Source: an optimization exercise on an open RTL-to-GDS flow (aim: small area, a short achievable clock period and few clock cycles per item). Production flows keep margins and buffers that such runs may drop.
At most, simulation tests tie the RTL to the original design; equivalence was not proved.
No driver is modelled on the clock port, so clock power and skew are understated where the tree is cut down; a real chip needs a root buffer or a tree.
Power figures rest on the tool's default switching activity, not on a simulated workload.

==> sierra <==
Design cpu, start of the top module:
module cpu (
    input clk,
    input rst,
    input [15:0] sw,
    output [7:0] led
);
    wire [7:0] n = sw[7:0];
    wire [6:0] k = n[7:1];
    wire [6:0] m_next = n[0] ? (k + {k[5:0], 1'b0} + 7'd2) : k;
    reg [6:0] m;
    reg inc1, inc2;
    reg [5:0] L;
    reg [5:0] res;
    wire [5:0] L_next;
    collatz_lut7 u_lut (.m(m), .L(L_next));
    always @(posedge clk) begin
        m <= m_next;
        inc1 <= n[0] & (n != 8'd85) & (n != 8'd227);
        L <= L_next;
        inc2 <= inc1;
        if (rst)
            res <= 6'd0;
        else if (res == 6'd0)
            res <= L + {5'd0, inc2};
    end
    assign led = {2'b00, res};
endmodule
==> module cpu, before the edit <==
module cpu (
    input clk,
    input rst,
    input [15:0] sw,
    output [7:0] led
);
    wire [7:0] n = sw[7:0];
    wire [6:0] k = n[7:1];
    wire [6:0] m_next = n[0] ? (k + {k[5:0], 1'b0} + 7'd2) : k;
    reg [6:0] m;
    reg inc1, inc2;
    reg [5:0] L;
    reg [5:0] res;
    wire [5:0] L_next;
    collatz_lut7 u_lut (.m(m), .L(L_next));
    always @(posedge clk) begin
        m <= m_next;
        inc1 <= n[0] & (n != 8'd85) & (n != 8'd227);
        L <= L_next;
        inc2 <= inc1;
        if (rst)
            res <= 6'd0;
        else if (res == 6'd0)
            res <= L + {5'd0, inc2};
    end
    assign led = {2'b00, res};
endmodule
==> flow/config.mk <==
export PLATFORM = sky130hd
export DESIGN_NAME = cpu
export DESIGN_NICKNAME = cpu
export VERILOG_FILES = /design/flow/design.v
export SDC_FILE = /design/flow/constraint.sdc
export NUM_CORES = 4
export LEC_CHECK = 0
export CAP_MARGIN = 20
export CORE_MARGIN = 2
export CORE_UTILIZATION = 40
export SLEW_MARGIN = 20
==> flow/constraint.sdc <==
create_clock -name core_clock -period 8.0 [get_ports {clk}]
set_input_delay 1.6000 -clock core_clock [delete_from_list [all_inputs] [get_ports {clk}]]
set_output_delay 1.6000 -clock core_clock [all_outputs]
set_load 0.01 [all_outputs]
standard.sh (not shown) runs the stock make flow with config.mk's settings and CLKGATE_MAP_FILE= SYNTH_SCRIPT=/design/flow/synth_recipe.tcl, a recipe that flattens the netlist after the stock synthesis.
==> flow/flow/run.sh <==
#!/bin/bash
# The standard layout (standard.sh), with these changes:
# - synthesis: ABC maps the logic with this flow's abc.script instead of the
#   ORFS script, and Yosys's adder extraction is skipped so ABC sees all the
#   logic. Registers, flattening and renaming are those of the standard
#   synthesis (synth_recipe.tcl with abc_override.tcl inserted).
# - flow/env.sh may set further ORFS variables (timing-repair target, port
#   buffer cell).
set -euo pipefail
here=$(pwd)
{ head -n 1 synth_recipe.tcl; cat flow/abc_override.tcl; tail -n +2 synth_recipe.tcl; } > my_synth.tcl
export MY_ABC_SCRIPT=$here/flow/abc.script
if [[ -f flow/abc_fast.script ]]; then export MY_ABC_FAST=$here/flow/abc_fast.script; fi
if [[ -f flow/env.sh ]]; then source flow/env.sh; fi
sed -e "s#SYNTH_SCRIPT=[^ ]*#SYNTH_SCRIPT=$here/my_synth.tcl ADDER_MAP_FILE=#" standard.sh > my_standard.sh
bash my_standard.sh > flow.log 2>&1
==> flow/flow/abc.script <==
strash
dch
map
topo
==> flow/flow/abc_fast.script <==
strash
dch
map -D 100
topo
==> flow/flow/abc_override.tcl <==
# Run ABC with this flow's own scripts in place of the ORFS one (the rest of
# the standard synthesis is unchanged).  The logic fed by the input ports
# (up to the first flip-flops) is mapped first, for delay, with abc_fast.script,
# since the inputs arrive late in the cycle; the rest with abc.script.
proc abc {args} {
  set i [lsearch -exact $args -script]
  if {$i >= 0} { set args [lreplace $args $i [expr {$i + 1}]] }
  set i [lsearch -exact $args -D]
  if {$i >= 0} { set args [lreplace $args $i [expr {$i + 1}]] }
  yosys select -set my_incone i:* %co*:-sky130_fd_sc_hd__dfxtp_1
  yosys abc {*}$args -script $::env(MY_ABC_FAST) @my_incone
  yosys abc {*}$args -script $::env(MY_ABC_SCRIPT)
}
==> flow/flow/env.sh <==
export SETUP_SLACK_MARGIN=5.7
export BUFFER_PORTS_ARGS="-buffer_cell sky130_fd_sc_hd__buf_1"
export PRE_CTS_TCL=$here/flow/one_buf.tcl
Other scripts of this flow, unchanged in this note and not shown: flow/flow/one_buf.tcl
==> yarrow: changes against sierra <==
--- a/flow/design.v
+++ b/flow/design.v
@@ -4,7 +4,7 @@
     input [15:0] sw,
     output [7:0] led
 );
-    wire [7:0] n = sw[7:0];
+    reg [7:0] n;
     wire [6:0] k = n[7:1];
     wire [6:0] m_next = n[0] ? (k + {k[5:0], 1'b0} + 7'd2) : k;
     reg [6:0] m;
@@ -14,6 +14,7 @@
     wire [5:0] L_next;
     collatz_lut7 u_lut (.m(m), .L(L_next));
     always @(posedge clk) begin
+        n <= sw[7:0];
         m <= m_next;
         inc1 <= n[0] & (n != 8'd85) & (n != 8'd227);
         L <= L_next;
==> flow/flow/abc.script (replaced) <==
strash
&get -n
&dch -f
&nf
&put
topo
==> flow/flow/abc_override.tcl (replaced) <==
# Run ABC with this flow's own script in place of the ORFS one (the rest of
# the standard synthesis is unchanged).
proc abc {args} {
  set i [lsearch -exact $args -script]
  if {$i >= 0} { set args [lreplace $args $i [expr {$i + 1}] -script $::env(MY_ABC_SCRIPT)] }
  yosys abc {*}$args
}
removed: flow/flow/abc_fast.script
==> juniper: changes against sierra <==
--- a/flow/design.v
+++ b/flow/design.v
@@ -4,7 +4,7 @@
     input [15:0] sw,
     output [7:0] led
 );
-    wire [7:0] n = sw[7:0];
+    reg [7:0] n;
     wire [6:0] k = n[7:1];
     wire [6:0] m_next = n[0] ? (k + {k[5:0], 1'b0} + 7'd2) : k;
     reg [6:0] m;
@@ -14,6 +14,7 @@
     wire [5:0] L_next;
     collatz_lut7 u_lut (.m(m), .L(L_next));
     always @(posedge clk) begin
+        n <= sw[7:0];
         m <= m_next;
         inc1 <= n[0] & (n != 8'd85) & (n != 8'd227);
         L <= L_next;
==> flow/flow/abc_override.tcl (replaced) <==
# Run ABC with this flow's own script in place of the ORFS one (the rest of
# the standard synthesis is unchanged).
proc abc {args} {
  set i [lsearch -exact $args -script]
  if {$i >= 0} { set args [lreplace $args $i [expr {$i + 1}] -script $::env(MY_ABC_SCRIPT)] }
  yosys abc {*}$args
}
==> flow/flow/env.sh (replaced) <==
export SETUP_SLACK_MARGIN=5.8
export BUFFER_PORTS_ARGS="-buffer_cell sky130_fd_sc_hd__buf_1"
export PRE_CTS_TCL=$here/flow/one_buf.tcl
removed: flow/flow/abc_fast.script
==> impl_results.md <==
- Status: finished clean
- Clk slew on worst S/H paths: 0.08 ns
- N_taps: 50
- First-pass GRT wire length: 7.15 mm
- DR vias: 1928
- Crit path to: m[5]$_DFF_P_
- Placed cells: 323
- Min Tclk post-route: 2.47 ns
- Seq cells post-synth: 21
- Post-synthesis mux area share: 0%
- Core Rows: 23
- Placed Instance Area: 1800 um2
- Initial Utilization: 41.1%
- CP Max Fanout: 6
-- figures above: sierra

==> impl_results.md <==
- Status: finished clean
- Seq cells post-synth: 29
- Clk slew on worst S/H paths: 0.10 ns
- Placed cells: 325
- Post-synthesis mux area share: 0%
- Crit path to: led[2]
- Core Rows: 24
- CP Max Fanout: 2
- Min Tclk post-route: 2.21 ns
- N_taps: 52
- First-pass GRT wire length: 7.37 mm
- Initial Utilization: 40.9%
-- figures above: juniper

==> impl_results.md <==
- DR vias: 1631
- Seq cells post-synth: 29
- Crit path to: led[2]
- # DRC: 0
- CP Max Fanout: 3
- Min Tclk post-route: 2.27 ns
- Clk slew on worst S/H paths: 0.10 ns
- Post-synthesis mux area share: 1.23%
- Status: finished clean
- Psw: 166 uW
- Initial Utilization: 41.3%
- I/O pin count: 26
- Core Rows: 23
- Cell chain of the critical path: buf_2
- Placed Instance Area: 1730 um2
- R2r setup slk: 5.84 ns
-- figures above: yarrow

Testbench counts of yarrow, summed over its fixed seeds: cycles 10,080, jobs 2,016.
Testbench counts of juniper, summed over its fixed seeds: cycles 10,080, jobs 2,016.
No functional check of the RTL was part of sierra. In every run of this note, the design's own scripts or RTL, not TritonCTS, make the clock network.


==> trial 28: inputs <==
Another version of the RTL of cpu (not shown whole).
==> module cpu, before the edit <==
module cpu (
    input clk,
    input rst,
    input [15:0] sw,
    output [7:0] led
);
    reg [7:0] n;
    wire [6:0] k = n[7:1];
    wire [6:0] m_next = n[0] ? (k + {k[5:0], 1'b0} + 7'd2) : k;
    reg [6:0] m;
    reg inc1, inc2;
    reg [5:0] L;
    reg [5:0] res;
    wire [5:0] L_next;
    collatz_lut7 u_lut (.m(m), .L(L_next));
    always @(posedge clk) begin
        n <= sw[7:0];
        m <= m_next;
        inc1 <= n[0] & (n != 8'd85) & (n != 8'd227);
        L <= L_next;
        inc2 <= inc1;
        if (rst)
            res <= 6'd0;
        else if (res == 6'd0)
            res <= L + {5'd0, inc2};
    end
    assign led = {2'b00, res};
endmodule
clock: 8.0 ns
lec_check: 0
cap_margin: 20
core_margin: 2
core_utilization: 40
cts_buf_list: sky130_fd_sc_hd__clkbuf_4
cts_cluster_diameter: 200
cts_cluster_size: 32
slew_margin: 20
==> flow/flow/abc.script <==
strash
dch
map
topo
==> flow/flow/abc_override.tcl <==
# Run ABC with this flow's own script in place of the ORFS one (the rest of
# the standard synthesis is unchanged).
proc abc {args} {
  set i [lsearch -exact $args -script]
  if {$i >= 0} { set args [lreplace $args $i [expr {$i + 1}] -script $::env(MY_ABC_SCRIPT)] }
  yosys abc {*}$args
}
==> flow/flow/env.sh <==
export SETUP_SLACK_MARGIN=5.65
export BUFFER_PORTS_ARGS="-buffer_cell sky130_fd_sc_hd__buf_1"
Scripts as last shown in full above: flow/flow/run.sh
==> inputs of trial 38, as changes to trial 28 <==
--- a/flow/design.v
+++ b/flow/design.v
@@ -4,7 +4,7 @@
     input [15:0] sw,
     output [7:0] led
 );
-    reg [7:0] n;
+    wire [7:0] n = sw[7:0];
     wire [6:0] k = n[7:1];
     wire [6:0] m_next = n[0] ? (k + {k[5:0], 1'b0} + 7'd2) : k;
     reg [6:0] m;
@@ -14,7 +14,6 @@
     wire [5:0] L_next;
     collatz_lut7 u_lut (.m(m), .L(L_next));
     always @(posedge clk) begin
-        n <= sw[7:0];
         m <= m_next;
         inc1 <= n[0] & (n != 8'd85) & (n != 8'd227);
         L <= L_next;
==> flow/flow/run.sh (replaced) <==
#!/bin/bash
# The standard layout (standard.sh), with one change to synthesis: ABC maps
# the logic with this flow's abc.script (area mapping) instead of the ORFS
# script, and Yosys's adder extraction is skipped so ABC sees all the logic.
# Registers, flattening and renaming are those of the standard synthesis.
set -euo pipefail
here=$(pwd)
{ head -n 1 synth_recipe.tcl; cat flow/abc_override.tcl; tail -n +2 synth_recipe.tcl; } > my_synth.tcl
extra="ADDER_MAP_FILE= MY_ABC_SCRIPT=$here/flow/abc.script"
if [[ -f flow/make_args ]]; then extra="$extra $(cat flow/make_args)"; fi
sed -e "s#SYNTH_SCRIPT=[^ ]*#SYNTH_SCRIPT=$here/my_synth.tcl $extra#" standard.sh > my_standard.sh
bash my_standard.sh > flow.log 2>&1
==> flow/flow/make_args (new file) <==
SETUP_SLACK_MARGIN=5.6
--- a/flow/config.mk
+++ b/flow/config.mk
@@ -8,7 +8,4 @@
 export CAP_MARGIN = 20
 export CORE_MARGIN = 2
 export CORE_UTILIZATION = 40
-export CTS_BUF_LIST = sky130_fd_sc_hd__clkbuf_4
-export CTS_CLUSTER_DIAMETER = 200
-export CTS_CLUSTER_SIZE = 32
 export SLEW_MARGIN = 20
removed: flow/flow/env.sh
==> inputs of build 68, as changes to trial 28 <==
--- a/flow/design.v
+++ b/flow/design.v
@@ -4,7 +4,7 @@
     input [15:0] sw,
     output [7:0] led
 );
-    reg [7:0] n;
+    wire [7:0] n = sw[7:0];
     wire [6:0] k = n[7:1];
     wire [6:0] m_next = n[0] ? (k + {k[5:0], 1'b0} + 7'd2) : k;
     reg [6:0] m;
@@ -14,7 +14,6 @@
     wire [5:0] L_next;
     collatz_lut7 u_lut (.m(m), .L(L_next));
     always @(posedge clk) begin
-        n <= sw[7:0];
         m <= m_next;
         inc1 <= n[0] & (n != 8'd85) & (n != 8'd227);
         L <= L_next;
==> flow/flow/run.sh (replaced) <==
#!/bin/bash
# The standard layout (standard.sh), with one change to synthesis: ABC maps
# the logic with this flow's abc.script (area mapping) instead of the ORFS
# script, and Yosys's adder extraction is skipped so ABC sees all the logic.
# Registers, flattening and renaming are those of the standard synthesis.
set -euo pipefail
here=$(pwd)
{ head -n 1 synth_recipe.tcl; cat flow/abc_override.tcl; tail -n +2 synth_recipe.tcl; } > my_synth.tcl
extra="ADDER_MAP_FILE= MY_ABC_SCRIPT=$here/flow/abc.script"
if [[ -f flow/make_args ]]; then extra="$extra $(cat flow/make_args)"; fi
sed -e "s#SYNTH_SCRIPT=[^ ]*#SYNTH_SCRIPT=$here/my_synth.tcl $extra#" standard.sh > my_standard.sh
bash my_standard.sh > flow.log 2>&1
==> flow/flow/abc.script (replaced) <==
strash
dch
amap
topo
==> flow/flow/make_args (new file) <==
SETUP_SLACK_MARGIN=5.6
--- a/flow/config.mk
+++ b/flow/config.mk
@@ -8,7 +8,4 @@
 export CAP_MARGIN = 20
 export CORE_MARGIN = 2
 export CORE_UTILIZATION = 40
-export CTS_BUF_LIST = sky130_fd_sc_hd__clkbuf_4
-export CTS_CLUSTER_DIAMETER = 200
-export CTS_CLUSTER_SIZE = 32
 export SLEW_MARGIN = 20
removed: flow/flow/env.sh
==> inputs of trial 22, as changes to trial 28 <==
--- a/flow/design.v
+++ b/flow/design.v
@@ -4,7 +4,7 @@
     input [15:0] sw,
     output [7:0] led
 );
-    reg [7:0] n;
+    wire [7:0] n = sw[7:0];
     wire [6:0] k = n[7:1];
     wire [6:0] m_next = n[0] ? (k + {k[5:0], 1'b0} + 7'd2) : k;
     reg [6:0] m;
@@ -14,7 +14,6 @@
     wire [5:0] L_next;
     collatz_lut7 u_lut (.m(m), .L(L_next));
     always @(posedge clk) begin
-        n <= sw[7:0];
         m <= m_next;
         inc1 <= n[0] & (n != 8'd85) & (n != 8'd227);
         L <= L_next;
==> flow/flow/run.sh (replaced) <==
#!/bin/bash
# The standard layout (standard.sh), with one change to synthesis: ABC maps
# the logic with this flow's abc.script (area mapping) instead of the ORFS
# script, and Yosys's adder extraction is skipped so ABC sees all the logic.
# Registers, flattening and renaming are those of the standard synthesis.
set -euo pipefail
here=$(pwd)
{ head -n 1 synth_recipe.tcl; cat flow/abc_override.tcl; tail -n +2 synth_recipe.tcl; } > my_synth.tcl
extra="ADDER_MAP_FILE= MY_ABC_SCRIPT=$here/flow/abc.script"
if [[ -f flow/make_args ]]; then extra="$extra $(cat flow/make_args)"; fi
sed -e "s#SYNTH_SCRIPT=[^ ]*#SYNTH_SCRIPT=$here/my_synth.tcl $extra#" standard.sh > my_standard.sh
bash my_standard.sh > flow.log 2>&1
==> flow/flow/abc.script (replaced) <==
strash
dch
amap
topo
--- a/flow/config.mk
+++ b/flow/config.mk
@@ -8,7 +8,5 @@
 export CAP_MARGIN = 20
 export CORE_MARGIN = 2
 export CORE_UTILIZATION = 40
-export CTS_BUF_LIST = sky130_fd_sc_hd__clkbuf_4
-export CTS_CLUSTER_DIAMETER = 200
-export CTS_CLUSTER_SIZE = 32
+export SETUP_SLACK_MARGIN = 5
 export SLEW_MARGIN = 20
removed: flow/flow/env.sh
==> notes <==
Build 68 went through all stages and came out clean. Trial 22 went through all stages and came out clean. Trial 28 completed with no timing, DRC or antenna violations. Trial 38 went through all stages and came out clean. Final area, lowest first: trial 28, trial 38, trial 22, build 68. Die area: build 68 is lower than trial 38 (6.9%). Against build 68, the clock-buffer cell count of trial 28 is higher by 1. Against trial 28, the register-to-register slack of build 68 is lower by 0.96 ns. The highest setup slack belongs to trial 28, the lowest to trial 22. Of trial 28 and build 68, trial 28 has the higher area after synthesis (gap 19%, measured against build 68). Via count, highest first: build 68, trial 22, trial 28, trial 38. Worst hold slack is about the same in trial 22 and trial 38.
==> figures <==
Total number of vias: build 68 2082; trial 22 2057; trial 38 1959; trial 28 1991
Synthesized area per cell: build 68 6.19 sq um; trial 22 6.19 sq um; trial 38 6.27 sq um; trial 28 6.68 sq um
Sequential share of power: build 68 33.7%; trial 22 34.1%; trial 38 37.2%; trial 28 41.3%
Count of cells along the worst register-to-register path: build 68 19; trial 22 16; trial 38 8; trial 28 8
Classification of the worst setup path: build 68 register to register; trial 22 register to register; trial 38 input pin to register; trial 28 register to output pin
Ratio of cells with drive above 1 in the final layout: build 68 42.6%; trial 22 31.0%; trial 38 23.9%; trial 28 15.6%
Post-Synth XOR/XNOR Area: build 68 0%; trial 22 0%; trial 38 4.35%; trial 28 3.96%
Number of buffers added for setup after CTS: build 68 29; trial 22 18; trial 38 15; trial 28 4
#MultiIn Comb: build 68 188; trial 22 188; trial 38 204; trial 28 204
Share of the final layout cell area in multi-input gates: build 68 50.0%; trial 22 51.5%; trial 38 52.1%; trial 28 51.7%
Power of the combinational group: build 68 0.000234 W; trial 22 0.000227 W; trial 38 0.000195 W; trial 28 0.000221 W
Overall routed net length: build 68 5580 microns; trial 22 5430 microns; trial 38 4730 microns; trial 28 4680 microns
Clock slew at reported path FFs: build 68 0.07 ns; trial 22 0.07 ns; trial 38 0.08 ns; trial 28 0.10 ns
Minimum hold slack: build 68 0.334 ns; trial 22 0.328 ns; trial 38 0.328 ns; trial 28 0.344 ns
Run status: build 68 finished clean; trial 22 finished clean; trial 38 finished clean; trial 28 finished clean
Source-to-sink clock delay at the later pin of the worst-skew pair: build 68 0.25 ns; trial 22 0.25 ns; trial 38 0.26 ns; trial 28 0.33 ns
Plain + repair buffers: build 68 54; trial 22 46; trial 38 33; trial 28 23
Power density relative to cell area: build 68 185 nW/um^2; trial 22 196 nW/um^2; trial 38 195 nW/um^2; trial 28 247 nW/um^2
Testbench counts of trial 28, summed over its fixed seeds: cycles 10,080, jobs 2,016.
Function not checked in trial 38, build 68 and trial 22: the RTL went through the layout flow alone.

==> afterwards: timing with drivers on the ports <==
In the flow no input, the clock included, has a driving cell. The finished layouts below were timed again as built, in two steps. Step 1 sets driving cells, clkbuf_16 on the clock port and buf_2 on the other inputs (assumed; they add their load-dependent delay and slew). Step 2, shift: input delay + t, output delay - t, t = (earliest + latest rising clock arrival at the registers) / 2. This alone moves slack from input paths to output paths. Three values: ideal, step 1, step 2; two values: the first two.
run	shift t [ns]	setup slack, ns	clock arrival spread, ns	worst register clock-pin slew, ns	cell pins on the clock port's net
sierra	0.173	5.526 / 5.471 / 5.298	0.002 / 0.002	0.08 / 0.08	1
yarrow	0.188	5.726 / 5.699 / 5.839	0.006 / 0.005	0.10 / 0.10	1
juniper	0.192	5.786 / 5.756 / 5.948	0.002 / 0.002	0.10 / 0.10	1
trial 28	0.347	5.618 / 5.596 / 5.786	0.014 / 0.015	0.10 / 0.10	1
trial 38	0.281	5.381 / 5.340 / 5.059	0.006 / 0.006	0.08 / 0.08	1
build 68	0.276	4.827 / 4.827 / 4.827	0.002 / 0.002	0.07 / 0.07	1
trial 22	0.277	4.773 / 4.773 / 4.773	0.001 / 0.001	0.07 / 0.07	1
After both steps every run listed still meets setup and hold. For trial 38, which loses most, drivers alone change the setup slack by -0.041 ns; drivers and shift together by -0.322 ns.
